Background: an optimization exercise with open tools, aiming at small area, a short achievable clock period and few clock cycles. Do not read the settings as production practice.
RTL that was checked went through simulation tests only; none was proved equivalent to the original.
Only the layout flow was run in run 2; the RTL was not checked for function there.
The clock port is modelled as an ideal driver, which makes a skipped or thinned clock tree look cheaper than it is; a real chip needs a root buffer or a tree.
Power is estimated from default activity; no workload was simulated.

==> flow/design.v, too long to show whole: its modules and the start of the top module <==
// module conv2d_3x3_lb: 1229 lines
// module fa3: 10 lines
// module ha2: 9 lines
// module xo2: 7 lines
module conv2d_3x3_lb #(
    parameter MAX_W = 16
)(
    input         clk,
    input         reset,
    input         start,
    input  [7:0]  base_a,
    input  [7:0]  base_b,
    input  [7:0]  base_c,
    input  [4:0]  tile_w,    
    input  [4:0]  tile_h,    
    output reg    busy,
    output reg    done,
    output            a_en,
    output            a_we,          
    output reg  [7:0] a_addr,
    output      [31:0] a_di,         
    input       [31:0] a_dout,
    output            b_en,
    output            b_we,          
    output reg  [7:0] b_addr,
    output      [31:0] b_di,         
    input       [31:0] b_dout,
    output            c_en,
    output            c_we,
    output reg  [7:0] c_addr,
    output reg [31:0] c_di,
    input       [31:0] c_dout        
);
  // ...
==> flow/flow/run.sh <==
#!/bin/bash
# Standard ORFS layout (the standard.sh, unchanged synthesis), with
#  - timing repair aimed well below the clock period (SETUP_SLACK_MARGIN),
#  - plain buffers on the ports instead of delay buffers,
#  - one tie cell for the constant outputs,
#  - a two-level clock tree (see post_cts.tcl).
# Every tool's output is in standard.log and in orfs/logs/.
set -euo pipefail
here=$(pwd)
bash standard.sh \
  SETUP_SLACK_MARGIN=11 \
  BUFFER_PORTS_ARGS="-buffer_cell sky130_fd_sc_hd__buf_2" \
  SKIP_REPAIR_TIE_FANOUT=1 \
  CTS_ARGS="-sink_clustering_enable -repair_clock_nets -sink_clustering_size 30 -sink_clustering_max_diameter 150 -dont_use_dummy_load" \
  POST_CTS_TCL="$here/flow/post_cts.tcl" \
  finish > standard.log 2>&1
==> flow/flow/post_cts.tcl <==
set block [ord::get_db_block]
set clk_net [[$block findBTerm clk] getNet]
proc is_clkbuf {inst} {
  return [string match "sky130_fd_sc_hd__clkbuf_*" [[$inst getMaster] getName]]
}
set leaves {}
set uppers {}
foreach inst [$block getInsts] {
  if {![is_clkbuf $inst]} { continue }
  set out [[$inst findITerm X] getNet]
  set in [[$inst findITerm A] getNet]
  if {$out == "NULL" || $in == "NULL"} { continue }
  if {[$out getSigType] != "CLOCK"} { continue }
  set drives_buf 0
  foreach it [$out getITerms] {
    if {[$it isInputSignal] && [is_clkbuf [$it getInst]]} { set drives_buf 1 }
  }
  if {$drives_buf} { lappend uppers $inst } else { lappend leaves $inst }
}
set nl [llength $leaves]
puts "post_cts: [llength $uppers] upper buffers, $nl leaf buffers"
if {$nl >= 2 && [llength $uppers] >= 1 && $nl <= 16} {
  # leaf centres
  set pts {}
  foreach inst $leaves {
    set bb [$inst getBBox]
    lappend pts [list [expr {([$bb xMin] + [$bb xMax]) / 2}] [expr {([$bb yMin] + [$bb yMax]) / 2}]]
  }
  set k [expr {$nl < 4 ? $nl : 4}]
  # k-means, started from leaves spread through the list sorted by angle
  set cen {}
  set sx 0; set sy 0
  foreach p $pts { set sx [expr {$sx + [lindex $p 0]}]; set sy [expr {$sy + [lindex $p 1]}] }
  set mx [expr {$sx / $nl}]; set my [expr {$sy / $nl}]
  set order [lsort -real -indices [lmap p $pts {expr {atan2([lindex $p 1] - $my, [lindex $p 0] - $mx)}}]]
  for {set i 0} {$i < $k} {incr i} {
    lappend cen [lindex $pts [lindex $order [expr {$i * $nl / $k}]]]
  }
  for {set it 0} {$it < 50} {incr it} {
    set asg {}
    foreach p $pts {
      set best 0; set bd 1e30
      for {set i 0} {$i < $k} {incr i} {
        set c [lindex $cen $i]
        set d [expr {abs([lindex $p 0] - [lindex $c 0]) + abs([lindex $p 1] - [lindex $c 1])}]
        if {$d < $bd} { set bd $d; set best $i }
      }
      lappend asg $best
    }
    set new {}
    for {set i 0} {$i < $k} {incr i} {
      set n 0; set ax 0; set ay 0
      foreach p $pts a $asg { if {$a == $i} { incr n; set ax [expr {$ax + [lindex $p 0]}]; set ay [expr {$ay + [lindex $p 1]}] } }
      if {$n > 0} { lappend new [list [expr {$ax / $n}] [expr {$ay / $n}]] } else { lappend new [lindex $cen $i] }
    }
    set cen $new
  }
  set master [[ord::get_db] findMaster sky130_fd_sc_hd__clkbuf_16]
  foreach inst $uppers {
    set out [[$inst findITerm X] getNet]
    odb::dbInst_destroy $inst
    if {[llength [$out getITerms]] == 0} { odb::dbNet_destroy $out }
  }
  for {set i 0} {$i < $k} {incr i} {
    set members {}
    foreach inst $leaves a $asg { if {$a == $i} { lappend members $inst } }
    if {[llength $members] == 0} { continue }
    set b [odb::dbInst_create $block $master "clkbuf_grp_${i}_clk"]
    set c [lindex $cen $i]
    $b setLocation [expr {int([lindex $c 0])}] [expr {int([lindex $c 1])}]
    $b setPlacementStatus PLACED
    set n [odb::dbNet_create $block "clknet_grp_${i}_clk"]
    $n setSigType CLOCK
    [$b findITerm A] connect $clk_net
    [$b findITerm X] connect $n
    foreach inst $members {
      set a [$inst findITerm A]
      $a disconnect
      $a connect $n
    }
    puts "post_cts: group $i: [llength $members] leaf buffers"
  }
  detailed_placement
  estimate_parasitics -placement
  repair_timing_helper
  detailed_placement
  check_placement -verbose
  report_clock_latency
}
==> flow/standard.sh <==
#!/bin/bash
# synth_recipe.tcl (not shown) runs the flow's synth.tcl, then flattens the netlist and writes it again
# the make line also repeats each setting of config.mk as NAME=value (left out here)
make -C /OpenROAD-flow-scripts/flow DESIGN_CONFIG=/design/flow/config.mk WORK_HOME=/design/flow/orfs CLKGATE_MAP_FILE= SYNTH_SCRIPT=/design/flow/synth_recipe.tcl "${@:-finish}"
==> flow/config.mk <==
export PLATFORM = sky130hd
export DESIGN_NAME = conv2d_3x3_lb
export DESIGN_NICKNAME = conv2d_3x3_lb
export VERILOG_FILES = /design/flow/design.v
export SDC_FILE = /design/flow/constraint.sdc
export NUM_CORES = 4
export LEC_CHECK = 0
export CAP_MARGIN = 20
export CORE_MARGIN = 2
export CORE_UTILIZATION = 60
export PLACE_DENSITY = 0.75
export SLEW_MARGIN = 20
export SYNTH_HIERARCHICAL = 1
export SYNTH_MINIMUM_KEEP_SIZE = 0
==> flow/constraint.sdc <==
create_clock -name core_clock -period 15.0 [get_ports {clk}]
set_input_delay 3.0000 -clock core_clock [delete_from_list [all_inputs] [get_ports {clk}]]
set_output_delay 3.0000 -clock core_clock [all_outputs]
set_load 0.01 [all_outputs]
==> impl_metrics.ini, run 1 <==
[cells_and_area]
syn2layout_area_growth_pct = 5.966
multi_input_gates = 1288
regArea_um2 = 4692
n_all_inverters = 33
nFillCells = 2402

[placed_design]
dpl.hpwl_um = 31550
post-place-ws_ns = 10.47
portBuffers = 162
post-place-cells = 2130

[worst_hold_path]
holdPathStages = 0

[die]
die_w_um = 180.8
rows = 64
die_h_um = 180.8
tapCellCount = 396

[critical_path]
critPathMaxStageDelay_ns = 0.27
crit_family = compound AO/OA/AOI/OAI gates
r2r-end = p_c[26]
cp.arrival_ns = 3.92
r2r-start = A_r[4]
cp_slowest_cell = a21boi_4
cpMostUsedCell = a21boi_4

[power_and_ir_drop]
clkPwrFrac = 0.075
power_leader = combinational logic
pg_clk_mw = 0.317
p_comb_frac = 0.698

[synth]
synth_nets = 2220
synth_top_family_by_area = adder cells
synth.most_common_cell = xnor2_1
synth_top_cell_by_area = fa_1
synthTopCellsByArea = fa_1, dfxtp_1, xnor2_1
synthMuxAreaShare = 0.001134
yosysWarnings = 7

[sta]
tns_ns = 0
worst_slack_ns = 11.04
rsz0062_at_grt = true

[clocking]
clkSlewWorstSetupHoldPaths_ns = 0.10

[grt]
gr-usage-all-layers = 0.2797
grt_pass1_wl_um = 72690
grt_pass1_vias = 13717

[drt]
wire_per_inst_um = 21.07
drc = 0
vias = 13099
viasPerCell = 6.067

[status]
outcome = no timing/DRC/antenna violations
Testbench counts, summed over its fixed seeds: cycles 205,773.
==> run 2, diff against run 1 <==
--- a/flow/design.v
+++ b/flow/design.v
@@ -351,34 +351,34 @@
   wire s15, c16;
   fa3 u_s15 (pp2_2, pp3_0, c10, s15, c16);
   wire s17, c18;
   fa3 u_s17 (s13, s15, c12, s17, c18);
   wire s19, c20;
   fa3 u_s19 (pp0_7, pp1_5, pp2_3, s19, c20);
   wire s21, c22;
   fa3 u_s21 (pp3_1, c14, s19, s21, c22);
-  wire s23, c24;
-  fa3 u_s23 (c16, s21, c18, s23, c24);
+  wire h23, hc24;
+  ha2 u_h23 (c16, s21, h23, hc24);
   wire s25, c26;
   fa3 u_s25 (bneg[4], pp0_8, pp1_6, s25, c26);
   wire s27, c28;
   fa3 u_s27 (pp2_4, pp3_2, pp4_0, s27, c28);
   wire s29, c30;
   fa3 u_s29 (c20, s25, s27, s29, c30);
-  wire h31, hc32;
-  ha2 u_h31 (c22, s29, h31, hc32);
+  wire s31, c32;
+  fa3 u_s31 (c22, s29, hc24, s31, c32);
   wire s33, c34;
   fa3 u_s33 (pp0_9, pp1_7, pp2_5, s33, c34);
   wire s35, c36;
   fa3 u_s35 (pp3_3, pp4_1, c26, s35, c36);
   wire s37, c38;
   fa3 u_s37 (c28, s33, c30, s37, c38);
   wire s39, c40;
-  fa3 u_s39 (s35, hc32, s37, s39, c40);
+  fa3 u_s39 (s35, s37, c32, s39, c40);
   wire s41, c42;
   fa3 u_s41 (bneg[5], pp0_10, pp1_8, s41, c42);
   wire s43, c44;
   fa3 u_s43 (pp2_6, pp3_4, pp4_2, s43, c44);
   wire s45, c46;
   fa3 u_s45 (pp5_0, c34, s41, s45, c46);
   wire s47, c48;
   fa3 u_s47 (s43, c36, s45, s47, c48);
@@ -508,17 +508,17 @@
   fa3 u_s171 (c150, s163, s165, s171, c172);
   wire s173, c174;
   fa3 u_s173 (s167, c152, c154, s173, c174);
   wire s175, c176;
   fa3 u_s175 (s169, s171, c156, s175, c176);
   wire s177, c178;
   fa3 u_s177 (c158, s173, s175, s177, c178);
   wire h179, hc180;
-  ha2 u_h179 (c160, s177, h179, hc180);
+  ha2 u_h179 (c160, hc162, h179, hc180);
   wire s181, c182;
   fa3 u_s181 (bneg[10], pp0_20, pp10_0, s181, c182);
   wire s183, c184;
   fa3 u_s183 (pp1_18, pp2_16, pp3_14, s183, c184);
   wire s185, c186;
   fa3 u_s185 (pp4_12, pp5_10, pp6_8, s185, c186);
   wire s187, c188;
   fa3 u_s187 (pp7_6, pp8_4, pp9_2, s187, c188);
@@ -615,230 +615,222 @@
   wire s279, c280;
   fa3 u_s279 (s271, c252, c254, s279, c280);
   wire s281, c282;
   fa3 u_s281 (s273, s275, s277, s281, c282);
   wire s283, c284;
   fa3 u_s283 (c256, c258, s279, s283, c284);
   wire s285, c286;
   fa3 u_s285 (s281, c260, s283, s285, c286);
-  wire h287, hc288;
-  ha2 u_h287 (c262, s285, h287, hc288);
+  wire s287, c288;
+  fa3 u_s287 (pp0_25, pp10_5, pp11_3, s287, c288);
   wire s289, c290;
-  fa3 u_s289 (pp0_25, pp10_5, pp11_3, s289, c290);
+  fa3 u_s289 (pp12_1, pp1_23, pp2_21, s289, c290);
   wire s291, c292;
-  fa3 u_s291 (pp12_1, pp1_23, pp2_21, s291, c292);
+  fa3 u_s291 (pp3_19, pp4_17, pp5_15, s291, c292);
   wire s293, c294;
-  fa3 u_s293 (pp3_19, pp4_17, pp5_15, s293, c294);
+  fa3 u_s293 (pp6_13, pp7_11, pp8_9, s293, c294);
   wire s295, c296;
-  fa3 u_s295 (pp6_13, pp7_11, pp8_9, s295, c296);
+  fa3 u_s295 (pp9_7, c266, c268, s295, c296);
   wire s297, c298;
-  fa3 u_s297 (pp9_7, c266, c268, s297, c298);
+  fa3 u_s297 (c270, c272, s287, s297, c298);
   wire s299, c300;
-  fa3 u_s299 (c270, c272, s289, s299, c300);
+  fa3 u_s299 (s289, s291, s293, s299, c300);
   wire s301, c302;
-  fa3 u_s301 (s291, s293, s295, s301, c302);
+  fa3 u_s301 (c274, c276, c278, s301, c302);
   wire s303, c304;
-  fa3 u_s303 (c274, c276, c278, s303, c304);
+  fa3 u_s303 (s295, s297, s299, s303, c304);
   wire s305, c306;
-  fa3 u_s305 (s297, s299, s301, s305, c306);
+  fa3 u_s305 (c280, c282, s301, s305, c306);
   wire s307, c308;
-  fa3 u_s307 (c280, c282, s303, s307, c308);
+  fa3 u_s307 (s303, c284, s305, s307, c308);
   wire s309, c310;
-  fa3 u_s309 (s305, c284, s307, s309, c310);
-  wire h311, hc312;
-  ha2 u_h311 (c286, s309, h311, hc312);
+  fa3 u_s309 (bneg[13], pp0_26, pp10_6, s309, c310);
+  wire s311, c312;
+  fa3 u_s311 (pp11_4, pp12_2, pp13_0, s311, c312);
   wire s313, c314;
-  fa3 u_s313 (bneg[13], pp0_26, pp10_6, s313, c314);
+  fa3 u_s313 (pp1_24, pp2_22, pp3_20, s313, c314);
   wire s315, c316;
-  fa3 u_s315 (pp11_4, pp12_2, pp13_0, s315, c316);
+  fa3 u_s315 (pp4_18, pp5_16, pp6_14, s315, c316);
   wire s317, c318;
-  fa3 u_s317 (pp1_24, pp2_22, pp3_20, s317, c318);
+  fa3 u_s317 (pp7_12, pp8_10, pp9_8, s317, c318);
   wire s319, c320;
-  fa3 u_s319 (pp4_18, pp5_16, pp6_14, s319, c320);
+  fa3 u_s319 (c288, c290, c292, s319, c320);
   wire s321, c322;
-  fa3 u_s321 (pp7_12, pp8_10, pp9_8, s321, c322);
+  fa3 u_s321 (c294, s309, s311, s321, c322);
   wire s323, c324;
-  fa3 u_s323 (c290, c292, c294, s323, c324);
+  fa3 u_s323 (s313, s315, s317, s323, c324);
   wire s325, c326;
-  fa3 u_s325 (c296, s313, s315, s325, c326);
+  fa3 u_s325 (c296, c298, c300, s325, c326);
   wire s327, c328;
-  fa3 u_s327 (s317, s319, s321, s327, c328);
+  fa3 u_s327 (s319, s321, s323, s327, c328);
   wire s329, c330;
-  fa3 u_s329 (c298, c300, c302, s329, c330);
+  fa3 u_s329 (c302, c304, s325, s329, c330);
   wire s331, c332;
-  fa3 u_s331 (s323, s325, s327, s331, c332);
+  fa3 u_s331 (s327, c306, s329, s331, c332);
   wire s333, c334;
-  fa3 u_s333 (c304, c306, s329, s333, c334);
+  fa3 u_s333 (pp0_27, pp10_7, pp11_5, s333, c334);
   wire s335, c336;
-  fa3 u_s335 (s331, c308, s333, s335, c336);
-  wire h337, hc338;
-  ha2 u_h337 (c310, s335, h337, hc338);
+  fa3 u_s335 (pp12_3, pp13_1, pp1_25, s335, c336);
+  wire s337, c338;
+  fa3 u_s337 (pp2_23, pp3_21, pp4_19, s337, c338);
   wire s339, c340;
-  fa3 u_s339 (pp0_27, pp10_7, pp11_5, s339, c340);
+  fa3 u_s339 (pp5_17, pp6_15, pp7_13, s339, c340);
   wire s341, c342;
-  fa3 u_s341 (pp12_3, pp13_1, pp1_25, s341, c342);
+  fa3 u_s341 (pp8_11, pp9_9, c310, s341, c342);
   wire s343, c344;
-  fa3 u_s343 (pp2_23, pp3_21, pp4_19, s343, c344);
+  fa3 u_s343 (c312, c314, c316, s343, c344);
   wire s345, c346;
-  fa3 u_s345 (pp5_17, pp6_15, pp7_13, s345, c346);
+  fa3 u_s345 (c318, s333, s335, s345, c346);
   wire s347, c348;
-  fa3 u_s347 (pp8_11, pp9_9, c314, s347, c348);
+  fa3 u_s347 (s337, s339, c320, s347, c348);
   wire s349, c350;
-  fa3 u_s349 (c316, c318, c320, s349, c350);
+  fa3 u_s349 (c322, c324, s341, s349, c350);
   wire s351, c352;
-  fa3 u_s351 (c322, s339, s341, s351, c352);
+  fa3 u_s351 (s343, s345, c326, s351, c352);
   wire s353, c354;
-  fa3 u_s353 (s343, s345, c324, s353, c354);
+  fa3 u_s353 (s347, c328, s349, s353, c354);
   wire s355, c356;
-  fa3 u_s355 (c326, c328, s347, s355, c356);
+  fa3 u_s355 (c330, s351, s353, s355, c356);
   wire s357, c358;
-  fa3 u_s357 (s349, s351, c330, s357, c358);
+  fa3 u_s357 (bneg[14], pp0_28, pp10_8, s357, c358);
   wire s359, c360;
-  fa3 u_s359 (s353, c332, s355, s359, c360);
+  fa3 u_s359 (pp11_6, pp12_4, pp13_2, s359, c360);
   wire s361, c362;
-  fa3 u_s361 (c334, s357, s359, s361, c362);
-  wire h363, hc364;
-  ha2 u_h363 (c336, s361, h363, hc364);
+  fa3 u_s361 (pp14_0, pp1_26, pp2_24, s361, c362);
+  wire s363, c364;
+  fa3 u_s363 (pp3_22, pp4_20, pp5_18, s363, c364);
   wire s365, c366;
-  fa3 u_s365 (bneg[14], pp0_28, pp10_8, s365, c366);
+  fa3 u_s365 (pp6_16, pp7_14, pp8_12, s365, c366);
   wire s367, c368;
-  fa3 u_s367 (pp11_6, pp12_4, pp13_2, s367, c368);
+  fa3 u_s367 (pp9_10, c334, c336, s367, c368);
   wire s369, c370;
-  fa3 u_s369 (pp14_0, pp1_26, pp2_24, s369, c370);
+  fa3 u_s369 (c338, c340, s357, s369, c370);
   wire s371, c372;
-  fa3 u_s371 (pp3_22, pp4_20, pp5_18, s371, c372);
+  fa3 u_s371 (s359, s361, s363, s371, c372);
   wire s373, c374;
-  fa3 u_s373 (pp6_16, pp7_14, pp8_12, s373, c374);
+  fa3 u_s373 (s365, c342, c344, s373, c374);
   wire s375, c376;
-  fa3 u_s375 (pp9_10, c340, c342, s375, c376);
+  fa3 u_s375 (c346, s367, s369, s375, c376);
   wire s377, c378;
-  fa3 u_s377 (c344, c346, s365, s377, c378);
+  fa3 u_s377 (s371, c348, c350, s377, c378);
   wire s379, c380;
-  fa3 u_s379 (s367, s369, s371, s379, c380);
-  wire s381, c382;
-  fa3 u_s381 (s373, c348, c350, s381, c382);
+  fa3 u_s379 (s373, s375, c352, s379, c380);
+  wire h381, hc382;
+  ha2 u_h381 (c354, s377, h381, hc382);
   wire s383, c384;
-  fa3 u_s383 (c352, s375, s377, s383, c384);
+  fa3 u_s383 (pp0_29, pp10_9, pp11_7, s383, c384);
   wire s385, c386;
-  fa3 u_s385 (s379, c354, c356, s385, c386);
+  fa3 u_s385 (pp12_5, pp13_3, pp14_1, s385, c386);
   wire s387, c388;
-  fa3 u_s387 (s381, s383, c358, s387, c388);
+  fa3 u_s387 (pp1_27, pp2_25, pp3_23, s387, c388);
   wire s389, c390;
-  fa3 u_s389 (c360, s385, s387, s389, c390);
+  fa3 u_s389 (pp4_21, pp5_19, pp6_17, s389, c390);
   wire s391, c392;
-  fa3 u_s391 (pp0_29, pp10_9, pp11_7, s391, c392);
+  fa3 u_s391 (pp7_15, pp8_13, pp9_11, s391, c392);
   wire s393, c394;
-  fa3 u_s393 (pp12_5, pp13_3, pp14_1, s393, c394);
+  fa3 u_s393 (c358, c360, c362, s393, c394);
   wire s395, c396;
-  fa3 u_s395 (pp1_27, pp2_25, pp3_23, s395, c396);
+  fa3 u_s395 (c364, c366, s383, s395, c396);
   wire s397, c398;
-  fa3 u_s397 (pp4_21, pp5_19, pp6_17, s397, c398);
+  fa3 u_s397 (s385, s387, s389, s397, c398);
   wire s399, c400;
-  fa3 u_s399 (pp7_15, pp8_13, pp9_11, s399, c400);
+  fa3 u_s399 (s391, c368, c370, s399, c400);
   wire s401, c402;
-  fa3 u_s401 (c366, c368, c370, s401, c402);
+  fa3 u_s401 (c372, s393, s395, s401, c402);
   wire s403, c404;
-  fa3 u_s403 (c372, c374, s391, s403, c404);
+  fa3 u_s403 (s397, c374, c376, s403, c404);
   wire s405, c406;
-  fa3 u_s405 (s393, s395, s397, s405, c406);
-  wire s407, c408;
-  fa3 u_s407 (s399, c376, c378, s407, c408);
+  fa3 u_s405 (s399, s401, c378, s405, c406);
+  wire h407, hc408;
+  ha2 u_h407 (s403, hc382, h407, hc408);
   wire s409, c410;
-  fa3 u_s409 (c380, s401, s403, s409, c410);
+  fa3 u_s409 (bneg[15], pp0_30, pp10_10, s409, c410);
   wire s411, c412;
-  fa3 u_s411 (s405, c382, c384, s411, c412);
+  fa3 u_s411 (pp11_8, pp12_6, pp13_4, s411, c412);
   wire s413, c414;
-  fa3 u_s413 (s407, s409, c386, s413, c414);
+  fa3 u_s413 (pp14_2, pp15_0, pp1_28, s413, c414);
   wire s415, c416;
-  fa3 u_s415 (s411, c388, s413, s415, c416);
+  fa3 u_s415 (pp2_26, pp3_24, pp4_22, s415, c416);
   wire s417, c418;
-  fa3 u_s417 (bneg[15], pp0_30, pp10_10, s417, c418);
+  fa3 u_s417 (pp5_20, pp6_18, pp7_16, s417, c418);
   wire s419, c420;
-  fa3 u_s419 (pp11_8, pp12_6, pp13_4, s419, c420);
+  fa3 u_s419 (pp8_14, pp9_12, c384, s419, c420);
   wire s421, c422;
-  fa3 u_s421 (pp14_2, pp15_0, pp1_28, s421, c422);
+  fa3 u_s421 (c386, c388, c390, s421, c422);
   wire s423, c424;
-  fa3 u_s423 (pp2_26, pp3_24, pp4_22, s423, c424);
+  fa3 u_s423 (c392, s409, s411, s423, c424);
   wire s425, c426;
-  fa3 u_s425 (pp5_20, pp6_18, pp7_16, s425, c426);
+  fa3 u_s425 (s413, s415, s417, s425, c426);
   wire s427, c428;
-  fa3 u_s427 (pp8_14, pp9_12, c392, s427, c428);
+  fa3 u_s427 (c394, c396, c398, s427, c428);
   wire s429, c430;
-  fa3 u_s429 (c394, c396, c398, s429, c430);
+  fa3 u_s429 (s419, s421, s423, s429, c430);
   wire s431, c432;
-  fa3 u_s431 (c400, s417, s419, s431, c432);
+  fa3 u_s431 (s425, c400, c402, s431, c432);
   wire s433, c434;
-  fa3 u_s433 (s421, s423, s425, s433, c434);
-  wire s435, c436;
-  fa3 u_s435 (c402, c404, c406, s435, c436);
-  wire s437, c438;
-  fa3 u_s437 (s427, s429, s431, s437, c438);
-  wire s439, c440;
-  fa3 u_s439 (s433, c408, c410, s439, c440);
-  wire s441, c442;
-  fa3 u_s441 (s435, s437, c412, s441, c442);
-  wire h443, hc444;
-  ha2 u_h443 (s439, c414, h443, hc444);
+  fa3 u_s433 (s427, s429, c404, s433, c434);
+  wire h435, hc436;
+  ha2 u_h435 (s431, c406, h435, hc436);
+  wire x437;
+  xo2 u_x437 (pp0_31, pp10_11, x437);
+  wire x438;
+  xo2 u_x438 (pp11_9, pp12_7, x438);
+  wire x439;
+  xo2 u_x439 (pp13_5, pp14_3, x439);
+  wire x440;
+  xo2 u_x440 (pp15_1, pp1_29, x440);
+  wire x441;
+  xo2 u_x441 (pp2_27, pp3_25, x441);
+  wire x442;
+  xo2 u_x442 (pp4_23, pp5_21, x442);
+  wire x443;
+  xo2 u_x443 (pp6_19, pp7_17, x443);
+  wire x444;
+  xo2 u_x444 (pp8_15, pp9_13, x444);
   wire x445;
-  xo2 u_x445 (pp0_31, pp10_11, x445);
+  xo2 u_x445 (x437, x438, x445);
   wire x446;
-  xo2 u_x446 (pp11_9, pp12_7, x446);
+  xo2 u_x446 (x439, x440, x446);
   wire x447;
-  xo2 u_x447 (pp13_5, pp14_3, x447);
+  xo2 u_x447 (x441, x442, x447);
   wire x448;
-  xo2 u_x448 (pp15_1, pp1_29, x448);
+  xo2 u_x448 (x443, x444, x448);
   wire x449;
-  xo2 u_x449 (pp2_27, pp3_25, x449);
+  xo2 u_x449 (x445, x446, x449);
   wire x450;
-  xo2 u_x450 (pp4_23, pp5_21, x450);
+  xo2 u_x450 (x447, x448, x450);
   wire x451;
-  xo2 u_x451 (pp6_19, pp7_17, x451);
+  xo2 u_x451 (c410, c412, x451);
   wire x452;
-  xo2 u_x452 (pp8_15, pp9_13, x452);
+  xo2 u_x452 (c414, c416, x452);
   wire x453;
-  xo2 u_x453 (x445, x446, x453);
+  xo2 u_x453 (c418, x449, x453);
   wire x454;
-  xo2 u_x454 (x447, x448, x454);
+  xo2 u_x454 (x450, x451, x454);
   wire x455;
-  xo2 u_x455 (x449, x450, x455);
+  xo2 u_x455 (x452, x453, x455);
   wire x456;
-  xo2 u_x456 (x451, x452, x456);
+  xo2 u_x456 (x454, c420, x456);
   wire x457;
-  xo2 u_x457 (c418, c420, x457);
+  xo2 u_x457 (c422, c424, x457);
   wire x458;
-  xo2 u_x458 (c422, c424, x458);
+  xo2 u_x458 (c426, x455, x458);
   wire x459;
-  xo2 u_x459 (c426, x453, x459);
+  xo2 u_x459 (x456, x457, x459);
   wire x460;
-  xo2 u_x460 (x454, x455, x460);
+  xo2 u_x460 (x458, x459, x460);
   wire x461;
-  xo2 u_x461 (x456, x457, x461);
+  xo2 u_x461 (c428, c430, x461);
   wire x462;
-  xo2 u_x462 (x458, x459, x462);
+  xo2 u_x462 (x460, x461, x462);
   wire x463;
-  xo2 u_x463 (x460, c428, x463);
+  xo2 u_x463 (x462, c432, x463);
   wire x464;
-  xo2 u_x464 (c430, x461, x464);
-  wire x465;
-  xo2 u_x465 (x462, c432, x465);
-  wire x466;
-  xo2 u_x466 (c434, x463, x466);
-  wire x467;
-  xo2 u_x467 (x464, x465, x467);
-  wire x468;
-  xo2 u_x468 (x466, c436, x468);
-  wire x469;
-  xo2 u_x469 (x467, c438, x469);
-  wire x470;
-  xo2 u_x470 (x468, x469, x470);
-  wire x471;
-  xo2 u_x471 (c440, x470, x471);
-  wire x472;
-  xo2 u_x472 (x471, c442, x472);
+  xo2 u_x464 (x463, c434, x464);
   assign nxt_s[0] = bneg[0];
   assign nxt_c[0] = pp0_0;
   assign nxt_x[0] = 1'b0;
   assign nxt_s[1] = pp0_1;
   assign nxt_c[1] = 1'b0;
   assign nxt_x[1] = 1'b0;
   assign nxt_s[2] = s1;
   assign nxt_c[2] = 1'b0;
@@ -850,228 +842,236 @@
   assign nxt_c[4] = 1'b0;
   assign nxt_x[4] = 1'b0;
   assign nxt_s[5] = s11;
   assign nxt_c[5] = 1'b0;
   assign nxt_x[5] = 1'b0;
   assign nxt_s[6] = s17;
   assign nxt_c[6] = 1'b0;
   assign nxt_x[6] = 1'b0;
-  assign nxt_s[7] = s23;
-  assign nxt_c[7] = 1'b0;
+  assign nxt_s[7] = h23;
+  assign nxt_c[7] = c18;
   assign nxt_x[7] = 1'b0;
-  assign nxt_s[8] = h31;
-  assign nxt_c[8] = c24;
+  assign nxt_s[8] = s31;
+  assign nxt_c[8] = 1'b0;
   assign nxt_x[8] = 1'b0;
   assign nxt_s[9] = s39;
   assign nxt_c[9] = 1'b0;
   assign nxt_x[9] = 1'b0;
   assign nxt_s[10] = s49;
   assign nxt_c[10] = 1'b0;
   assign nxt_x[10] = 1'b0;
   assign nxt_s[11] = h59;
   assign nxt_c[11] = c50;
   assign nxt_x[11] = 1'b0;
   assign nxt_s[12] = s71;
   assign nxt_c[12] = 1'b0;
   assign nxt_x[12] = 1'b0;
-  assign nxt_s[13] = h83;
-  assign nxt_c[13] = c72;
+  assign nxt_s[13] = c72;
+  assign nxt_c[13] = h83;
   assign nxt_x[13] = 1'b0;
   assign nxt_s[14] = s97;
   assign nxt_c[14] = 1'b0;
   assign nxt_x[14] = 1'b0;
   assign nxt_s[15] = h111;
   assign nxt_c[15] = c98;
   assign nxt_x[15] = 1'b0;
   assign nxt_s[16] = hc112;
   assign nxt_c[16] = h127;
   assign nxt_x[16] = 1'b0;
   assign nxt_s[17] = hc128;
   assign nxt_c[17] = h143;
   assign nxt_x[17] = 1'b0;
   assign nxt_s[18] = hc144;
   assign nxt_c[18] = h161;
   assign nxt_x[18] = 1'b0;
-  assign nxt_s[19] = hc162;
+  assign nxt_s[19] = s177;
   assign nxt_c[19] = h179;
   assign nxt_x[19] = 1'b0;
   assign nxt_s[20] = hc180;
   assign nxt_c[20] = h199;
   assign nxt_x[20] = 1'b0;
   assign nxt_s[21] = hc200;
   assign nxt_c[21] = h219;
   assign nxt_x[21] = 1'b0;
   assign nxt_s[22] = hc220;
   assign nxt_c[22] = h241;
   assign nxt_x[22] = 1'b0;
   assign nxt_s[23] = hc242;
   assign nxt_c[23] = h263;
   assign nxt_x[23] = 1'b0;
-  assign nxt_s[24] = hc264;
-  assign nxt_c[24] = h287;
-  assign nxt_x[24] = 1'b0;
-  assign nxt_s[25] = hc288;
-  assign nxt_c[25] = h311;
+  assign nxt_s[24] = c262;
+  assign nxt_c[24] = s285;
+  assign nxt_x[24] = hc264;
+  assign nxt_s[25] = c286;
+  assign nxt_c[25] = s307;
   assign nxt_x[25] = 1'b0;
-  assign nxt_s[26] = hc312;
-  assign nxt_c[26] = h337;
+  assign nxt_s[26] = c308;
+  assign nxt_c[26] = s331;
   assign nxt_x[26] = 1'b0;
-  assign nxt_s[27] = hc338;
-  assign nxt_c[27] = h363;
+  assign nxt_s[27] = c332;
+  assign nxt_c[27] = s355;
   assign nxt_x[27] = 1'b0;
-  assign nxt_s[28] = c362;
-  assign nxt_c[28] = s389;
-  assign nxt_x[28] = hc364;
-  assign nxt_s[29] = c390;
-  assign nxt_c[29] = s415;
-  assign nxt_x[29] = 1'b0;
-  assign nxt_s[30] = s441;
-  assign nxt_c[30] = h443;
-  assign nxt_x[30] = c416;
-  assign nxt_s[31] = hc444;
-  assign nxt_c[31] = x472;
+  assign nxt_s[28] = h381;
+  assign nxt_c[28] = s379;
+  assign nxt_x[28] = c356;
+  assign nxt_s[29] = c380;
+  assign nxt_c[29] = s405;
+  assign nxt_x[29] = h407;
+  assign nxt_s[30] = hc408;
+  assign nxt_c[30] = s433;
+  assign nxt_x[30] = h435;
+  assign nxt_s[31] = hc436;
+  assign nxt_c[31] = x464;
   assign nxt_x[31] = 1'b0;
   wire [31:0] accm = c_di & {32{~f3}};
+  wire h465, hc466;
+  ha2 u_h465 (p_c[0], p_s[0], h465, hc466);
+  wire h467, hc468;
+  ha2 u_h467 (p_s[1], accm[1], h467, hc468);
+  wire h469, hc470;
+  ha2 u_h469 (p_s[2], accm[2], h469, hc470);
+  wire h471, hc472;
+  ha2 u_h471 (p_s[3], accm[3], h471, hc472);
   wire h473, hc474;
-  ha2 u_h473 (p_c[0], p_s[0], h473, hc474);
+  ha2 u_h473 (p_s[4], accm[4], h473, hc474);
   wire h475, hc476;
-  ha2 u_h475 (p_s[1], accm[1], h475, hc476);
+  ha2 u_h475 (p_s[5], accm[5], h475, hc476);
   wire h477, hc478;
-  ha2 u_h477 (p_s[2], accm[2], h477, hc478);
-  wire h479, hc480;
-  ha2 u_h479 (p_s[3], accm[3], h479, hc480);
+  ha2 u_h477 (p_s[6], accm[6], h477, hc478);
+  wire s479, c480;
+  fa3 u_s479 (p_c[7], p_s[7], accm[7], s479, c480);
   wire h481, hc482;
-  ha2 u_h481 (p_s[4], accm[4], h481, hc482);
+  ha2 u_h481 (p_s[8], accm[8], h481, hc482);
   wire h483, hc484;
-  ha2 u_h483 (p_s[5], accm[5], h483, hc484);
+  ha2 u_h483 (p_s[9], accm[9], h483, hc484);
   wire h485, hc486;
-  ha2 u_h485 (p_s[6], accm[6], h485, hc486);
-  wire h487, hc488;
-  ha2 u_h487 (p_s[7], accm[7], h487, hc488);
-  wire s489, c490;
-  fa3 u_s489 (p_c[8], p_s[8], accm[8], s489, c490);
-  wire h491, hc492;
-  ha2 u_h491 (p_s[9], accm[9], h491, hc492);
+  ha2 u_h485 (p_s[10], accm[10], h485, hc486);
+  wire s487, c488;
+  fa3 u_s487 (p_c[11], p_s[11], accm[11], s487, c488);
+  wire h489, hc490;
+  ha2 u_h489 (p_s[12], accm[12], h489, hc490);
+  wire s491, c492;
+  fa3 u_s491 (p_c[13], p_s[13], accm[13], s491, c492);
   wire h493, hc494;
-  ha2 u_h493 (p_s[10], accm[10], h493, hc494);
+  ha2 u_h493 (p_s[14], accm[14], h493, hc494);
   wire s495, c496;
-  fa3 u_s495 (p_c[11], p_s[11], accm[11], s495, c496);
-  wire h497, hc498;
-  ha2 u_h497 (p_s[12], accm[12], h497, hc498);
+  fa3 u_s495 (p_c[15], p_s[15], accm[15], s495, c496);
+  wire s497, c498;
+  fa3 u_s497 (p_c[16], p_s[16], accm[16], s497, c498);
   wire s499, c500;
-  fa3 u_s499 (p_c[13], p_s[13], accm[13], s499, c500);
-  wire h501, hc502;
-  ha2 u_h501 (p_s[14], accm[14], h501, hc502);
+  fa3 u_s499 (p_c[17], p_s[17], accm[17], s499, c500);
+  wire s501, c502;
+  fa3 u_s501 (p_c[18], p_s[18], accm[18], s501, c502);
   wire s503, c504;
-  fa3 u_s503 (p_c[15], p_s[15], accm[15], s503, c504);
+  fa3 u_s503 (p_c[19], p_s[19], accm[19], s503, c504);
   wire s505, c506;
-  fa3 u_s505 (p_c[16], p_s[16], accm[16], s505, c506);
+  fa3 u_s505 (p_c[20], p_s[20], accm[20], s505, c506);
   wire s507, c508;
-  fa3 u_s507 (p_c[17], p_s[17], accm[17], s507, c508);
+  fa3 u_s507 (p_c[21], p_s[21], accm[21], s507, c508);
   wire s509, c510;
-  fa3 u_s509 (p_c[18], p_s[18], accm[18], s509, c510);
+  fa3 u_s509 (p_c[22], p_s[22], accm[22], s509, c510);
   wire s511, c512;
-  fa3 u_s511 (p_c[19], p_s[19], accm[19], s511, c512);
+  fa3 u_s511 (p_c[23], p_s[23], accm[23], s511, c512);
   wire s513, c514;
-  fa3 u_s513 (p_c[20], p_s[20], accm[20], s513, c514);
-  wire s515, c516;
-  fa3 u_s515 (p_c[21], p_s[21], accm[21], s515, c516);
+  fa3 u_s513 (p_c[24], p_s[24], p_x[24], s513, c514);
+  wire h515, hc516;
+  ha2 u_h515 (accm[24], s513, h515, hc516);
   wire s517, c518;
-  fa3 u_s517 (p_c[22], p_s[22], accm[22], s517, c518);
-  wire s519, c520;
-  fa3 u_s519 (p_c[23], p_s[23], accm[23], s519, c520);
+  fa3 u_s517 (p_c[25], p_s[25], accm[25], s517, c518);
+  wire h519, hc520;
+  ha2 u_h519 (c514, s517, h519, hc520);
   wire s521, c522;
-  fa3 u_s521 (p_c[24], p_s[24], accm[24], s521, c522);
-  wire s523, c524;
-  fa3 u_s523 (p_c[25], p_s[25], accm[25], s523, c524);
+  fa3 u_s521 (p_c[26], p_s[26], accm[26], s521, c522);
+  wire h523, hc524;
+  ha2 u_h523 (c518, s521, h523, hc524);
   wire s525, c526;
-  fa3 u_s525 (p_c[26], p_s[26], accm[26], s525, c526);
-  wire s527, c528;
-  fa3 u_s527 (p_c[27], p_s[27], accm[27], s527, c528);
+  fa3 u_s525 (p_c[27], p_s[27], accm[27], s525, c526);
+  wire h527, hc528;
+  ha2 u_h527 (c522, s525, h527, hc528);
   wire s529, c530;
   fa3 u_s529 (p_c[28], p_s[28], p_x[28], s529, c530);
-  wire h531, hc532;
-  ha2 u_h531 (accm[28], s529, h531, hc532);
+  wire s531, c532;
+  fa3 u_s531 (accm[28], s529, c526, s531, c532);
   wire s533, c534;
-  fa3 u_s533 (p_c[29], p_s[29], accm[29], s533, c534);
-  wire h535, hc536;
-  ha2 u_h535 (c530, s533, h535, hc536);
+  fa3 u_s533 (p_c[29], p_s[29], p_x[29], s533, c534);
+  wire s535, c536;
+  fa3 u_s535 (accm[29], c530, s533, s535, c536);
   wire s537, c538;
   fa3 u_s537 (p_c[30], p_s[30], p_x[30], s537, c538);
   wire s539, c540;
-  fa3 u_s539 (accm[30], s537, c534, s539, c540);
+  fa3 u_s539 (accm[30], c534, s537, s539, c540);
   wire x541;
   xo2 u_x541 (p_c[31], p_s[31], x541);
   wire x542;
   xo2 u_x542 (accm[31], x541, x542);
   wire x543;
-  xo2 u_x543 (c538, x542, x543);
+  xo2 u_x543 (x542, c538, x543);
   wire [31:0] st2_a, st2_b;
   assign st2_a[0] = accm[0];
-  assign st2_b[0] = h473;
-  assign st2_a[1] = hc474;
-  assign st2_b[1] = h475;
-  assign st2_a[2] = hc476;
-  assign st2_b[2] = h477;
-  assign st2_a[3] = hc478;
-  assign st2_b[3] = h479;
-  assign st2_a[4] = hc480;
-  assign st2_b[4] = h481;
-  assign st2_a[5] = hc482;
-  assign st2_b[5] = h483;
-  assign st2_a[6] = hc484;
-  assign st2_b[6] = h485;
-  assign st2_a[7] = hc486;
-  assign st2_b[7] = h487;
-  assign st2_a[8] = hc488;
-  assign st2_b[8] = s489;
-  assign st2_a[9] = h491;
-  assign st2_b[9] = c490;
-  assign st2_a[10] = hc492;
-  assign st2_b[10] = h493;
-  assign st2_a[11] = hc494;
-  assign st2_b[11] = s495;
-  assign st2_a[12] = h497;
-  assign st2_b[12] = c496;
-  assign st2_a[13] = hc498;
-  assign st2_b[13] = s499;
-  assign st2_a[14] = h501;
-  assign st2_b[14] = c500;
-  assign st2_a[15] = hc502;
-  assign st2_b[15] = s503;
-  assign st2_a[16] = c504;
-  assign st2_b[16] = s505;
-  assign st2_a[17] = c506;
-  assign st2_b[17] = s507;
-  assign st2_a[18] = c508;
-  assign st2_b[18] = s509;
-  assign st2_a[19] = c510;
-  assign st2_b[19] = s511;
-  assign st2_a[20] = c512;
-  assign st2_b[20] = s513;
-  assign st2_a[21] = c514;
-  assign st2_b[21] = s515;
-  assign st2_a[22] = c516;
-  assign st2_b[22] = s517;
-  assign st2_a[23] = c518;
-  assign st2_b[23] = s519;
-  assign st2_a[24] = c520;
-  assign st2_b[24] = s521;
-  assign st2_a[25] = c522;
-  assign st2_b[25] = s523;
-  assign st2_a[26] = c524;
-  assign st2_b[26] = s525;
-  assign st2_a[27] = c526;
-  assign st2_b[27] = s527;
-  assign st2_a[28] = c528;
-  assign st2_b[28] = h531;
-  assign st2_a[29] = hc532;
-  assign st2_b[29] = h535;
-  assign st2_a[30] = hc536;
+  assign st2_b[0] = h465;
+  assign st2_a[1] = hc466;
+  assign st2_b[1] = h467;
+  assign st2_a[2] = hc468;
+  assign st2_b[2] = h469;
+  assign st2_a[3] = hc470;
+  assign st2_b[3] = h471;
+  assign st2_a[4] = hc472;
+  assign st2_b[4] = h473;
+  assign st2_a[5] = hc474;
+  assign st2_b[5] = h475;
+  assign st2_a[6] = hc476;
+  assign st2_b[6] = h477;
+  assign st2_a[7] = hc478;
+  assign st2_b[7] = s479;
+  assign st2_a[8] = h481;
+  assign st2_b[8] = c480;
+  assign st2_a[9] = hc482;
+  assign st2_b[9] = h483;
+  assign st2_a[10] = hc484;
+  assign st2_b[10] = h485;
+  assign st2_a[11] = hc486;
+  assign st2_b[11] = s487;
+  assign st2_a[12] = h489;
+  assign st2_b[12] = c488;
+  assign st2_a[13] = hc490;
+  assign st2_b[13] = s491;
+  assign st2_a[14] = h493;
+  assign st2_b[14] = c492;
+  assign st2_a[15] = hc494;
+  assign st2_b[15] = s495;
+  assign st2_a[16] = c496;
+  assign st2_b[16] = s497;
+  assign st2_a[17] = c498;
+  assign st2_b[17] = s499;
+  assign st2_a[18] = c500;
+  assign st2_b[18] = s501;
+  assign st2_a[19] = c502;
+  assign st2_b[19] = s503;
+  assign st2_a[20] = c504;
+  assign st2_b[20] = s505;
+  assign st2_a[21] = c506;
+  assign st2_b[21] = s507;
+  assign st2_a[22] = c508;
+  assign st2_b[22] = s509;
+  assign st2_a[23] = c510;
+  assign st2_b[23] = s511;
+  assign st2_a[24] = c512;
+  assign st2_b[24] = h515;
+  assign st2_a[25] = hc516;
+  assign st2_b[25] = h519;
+  assign st2_a[26] = hc520;
+  assign st2_b[26] = h523;
+  assign st2_a[27] = hc524;
+  assign st2_b[27] = h527;
+  assign st2_a[28] = hc528;
+  assign st2_b[28] = s531;
+  assign st2_a[29] = s535;
+  assign st2_b[29] = c532;
+  assign st2_a[30] = c536;
   assign st2_b[30] = s539;
   assign st2_a[31] = x543;
   assign st2_b[31] = c540;
   wire [31:0] ad_p = st2_a ^ st2_b;
   wire [31:0] ad_g = st2_a & st2_b;
   wire adG1 = ad_g[1] | (ad_p[1] & ad_g[0]);
   wire adG2 = ad_g[3] | (ad_p[3] & ad_g[2]);
   wire adP2 = ad_p[3] & ad_p[2];
==> flow/config.mk (replaced) <==
export PLATFORM = sky130hd
export DESIGN_NAME = conv2d_3x3_lb
export DESIGN_NICKNAME = conv2d_3x3_lb
export VERILOG_FILES = /design/flow/design.v
export SDC_FILE = /design/flow/constraint.sdc
export NUM_CORES = 4
export LEC_CHECK = 0
export CAP_MARGIN = 20
export CORE_MARGIN = 2
export CORE_UTILIZATION = 70
export PLACE_DENSITY = 0.85
export SLEW_MARGIN = 20
export SYNTH_HIERARCHICAL = 1
export SYNTH_MINIMUM_KEEP_SIZE = 0
==> impl_metrics.ini, run 2 <==
[synth]
avgSynthCellArea_um2 = 10.67
synth.yosys.seq_area_share = 0.2467
synth_top_cell_by_area = fa_1
synth_edf_count = 19
synth.most_common_cell = xnor2_1
synth_common_cells = xnor2_1, a22oi_1, fa_1
syn_inst = 1761
synthTopCellsByArea = fa_1, dfxtp_1, xnor2_1
synth_nets = 2222
ys_ff_latch = 222
synth.distinct_cells = 49
yosysWarnings = 7
synthArstFlopShare = 0
yosys_most_used_dff = dfxtp_1
synth_top_area_frac = 0.2578
syn_area_um2 = 18790

[grt]
grt_max_degree = 67
grt_pass1_vias = 14583
grt_pass1_wl_um = 76040
antenna_found_initial = 7
gr-usage-all-layers = 0.3447
grt-ovfl-total = 0

[power_and_ir_drop]
p_leak_nw = 7.831
power.density_nw_per_um2 = 217.7
ir_drop_uv = 140.8

[die]
rows = 59
die_area_um2 = 28170
die_w_um = 167.8
core_region_area_um2 = 26210
num_io_pins = 261
die_h_um = 167.8
start_util = 0.7170

[placed_design]
globalplace.congestion = 0.9607
portBuffers = 162
placed_area_um2 = 19230
dpl.hpwl_um = 33090

[drt]
drc = 0
vias = 13662
antenna_left = 0
viasPerCell = 6.490
finalWirelength_um = 47600
drt_iter0_markers = 1429
wire_per_inst_um = 22.61
drt-pass1-iter-count = 7

[cells_and_area]
reg.largest.list = A_r (32), c_di (32), p_s (32)
final_common_cell = xnor2_1
final_util = 0.7540
nFillCells = 1731
drive_gt1_frac = 0.1610
syn2layout_area_growth_pct = 5.161
final_cell_mix = xnor2_1, a22oi_1, fa_1, buf_2, dfxtp_1
fin_area_um2 = 19760
final_nets = 2229

[status]
outcome = no timing/DRC/antenna violations

[clocking]
clkSlewWorstSetupHoldPaths_ns = 0.11
clock-sinks = 222
insertion_delay_ns = 0.32

[sta]
rsz0062_at_grt = true
fmax_mhz = 247.8
drv_slew = 0
layout_min_cycle_time_ns = 4.035
setup_viol = 0
tns_ns = 0
worst_pin_slew_ns = 0.7471
relSlewSlack = 0.5013
period_share = 0.2690
finalHoldViolations = 0
fin_skew_ns = 0.05344

[critical_path]
rrSetupSlack_ns = 10.97
crit_required_ns = 15.20
cp.arrival_ns = 4.24
worst-setup-path-type = flop to flop
end_kind = flop
startpoint_type = flop
cp_max_fo = 11

[flow_run]
drv_cap = 0

[worst_hold_path]
hp-class = flop to flop
run 2: cell count changes in the layout (fill, tap and decap cells not counted):
cell | before | now
buf_8 | 1 | 0
dfxtp_2 | 42 | 43
buf_4 | 36 | 40
dfxtp_1 | 147 | 155
diode_2 | 2 | 6
dfxtp_4 | 12 | 5
buf_2 | 154 | 162
buf_6 | 15 | 5
run 2: logic make-up (layout without fill, tap and decap cells):
family                     count (synthesis)  after routing  share of synthesized area
AOI/OAI and AO/OA                        368            368                     0.1393
muxes                                      2              2                   0.001132
adders and majority gates                328            328                     0.3151
xor gates and xnor gates                 371            371                     0.1729
buffers and inverters                    251            254                    0.06519
other                                      1              7                  0.0001996
DFF                                      222            222                     0.2467
and+or+nand+nor                          218            218                    0.05947
run 2: Yosys stat by module, one instance, submodules excluded:
module | copies in the design | flops+latches | cells inside | cell area (µm²)
conv2d_3x3_lb | 1 | 222 | 1474 | 13630
fa3 | 225 | 0 | 1 | 20.02
ha2 | 31 | 0 | 1 | 12.51
xo2 | 31 | 0 | 1 | 8.758
run 2: cell type report, without the clock buffers:
| type | count | area [µm²] | share of cell area |
|---|---|---|---|
| tap | 335 | 419.2 | 0.02121 |
| buffer | 4 | 100.1 | 0.005066 |
| inverter | 33 | 123.9 | 0.006269 |
| antenna | 6 | 15.01 | 0.0007599 |
| multi-input combinational | 1288 | 12970 | 0.6566 |
| timing repair buffer | 209 | 1220 | 0.06174 |
| sequential | 222 | 4707 | 0.2382 |
run 2: path summary, 6_finish.rpt:
| path | from | cells after the start | end |
|---|---|---|---|
| max | A_r[21] | 8 | p_c[23] |
| min | f2 | 0 | f3 |
| max reg2reg | A_r[21] | 8 | p_c[23] |
| min reg2reg | f2 | 0 | f3 |
run 2: per-stage QoR:
stage	worst slack [ns]	cells	total power, mW	hold slack [ns]
3_3_place_gp	10.49	2075	3.744	0.3121
2_1_floorplan	10.70	1761	3.145	0.3096
3_5_place_dp	10.44	2075	3.967	0.3121
6_report	10.97	2105	4.302	0.3389
5_1_grt	10.93	2104	4.790	0.3428
run 2: report_power, final:
group	internal (mW)	leakage, nW	switching, mW
Sequential	0.850	1.89	0.126
Clock	0.145	0.148	0.172
Combinational	1.40	5.79	1.61
Total	2.40	7.83	1.90
run 2: critical path, stage by stage, from the launching register on:
cell and delay (ns):
dfxtp_1 0.70, a22oi_1 0.23, xnor2_1 0.20, fa_1 0.59, fa_1 0.47, fa_1 0.45
fa_1 0.54, fa_1 0.42, ha_1 0.30
run 2: routing by layer:
layer	GRT usage	vias to the layer above	share of wire
met5	0.01043	-	0.00048
met4	0.1724	4	0.044
met3	0.09285	197	0.12
met2	0.5528	972	0.48
met1	0.4337	6622	0.36
li1	-	5867	-

static timing again, ports no longer ideal:
The results above use ideal ports. As a check the final layouts listed here were re-extracted and re-timed, cells and wires unchanged.
Step 1, drivers: a clkbuf_16 drives clk and a buf_2 each remaining input, both assumed.
Step 2 moves the port delays by t, midway between the first and last clock arrival at a register: inputs arrive t later, outputs are due t later. That takes back most of the time a late clock gives input paths.
Three values: ideal, step 1, step 2; two values: the first two.
| run | t, ns | setup WS [ns] | hold slack, ns | worst setup path at the end |
|---|---|---|---|---|
| run 1 | 0.403 | 11.042 / 10.988 / 10.694 | 0.349 / 0.349 / 0.349 | input to register |
| run 2 | 0.411 | 10.965 / 10.965 / 10.695 | 0.339 / 0.339 / 0.339 | input to register |
After both steps every run listed still meets setup and hold. The setup slack of run 1, which loses most, moves by -0.054 ns with the drivers and by -0.348 ns with both steps.
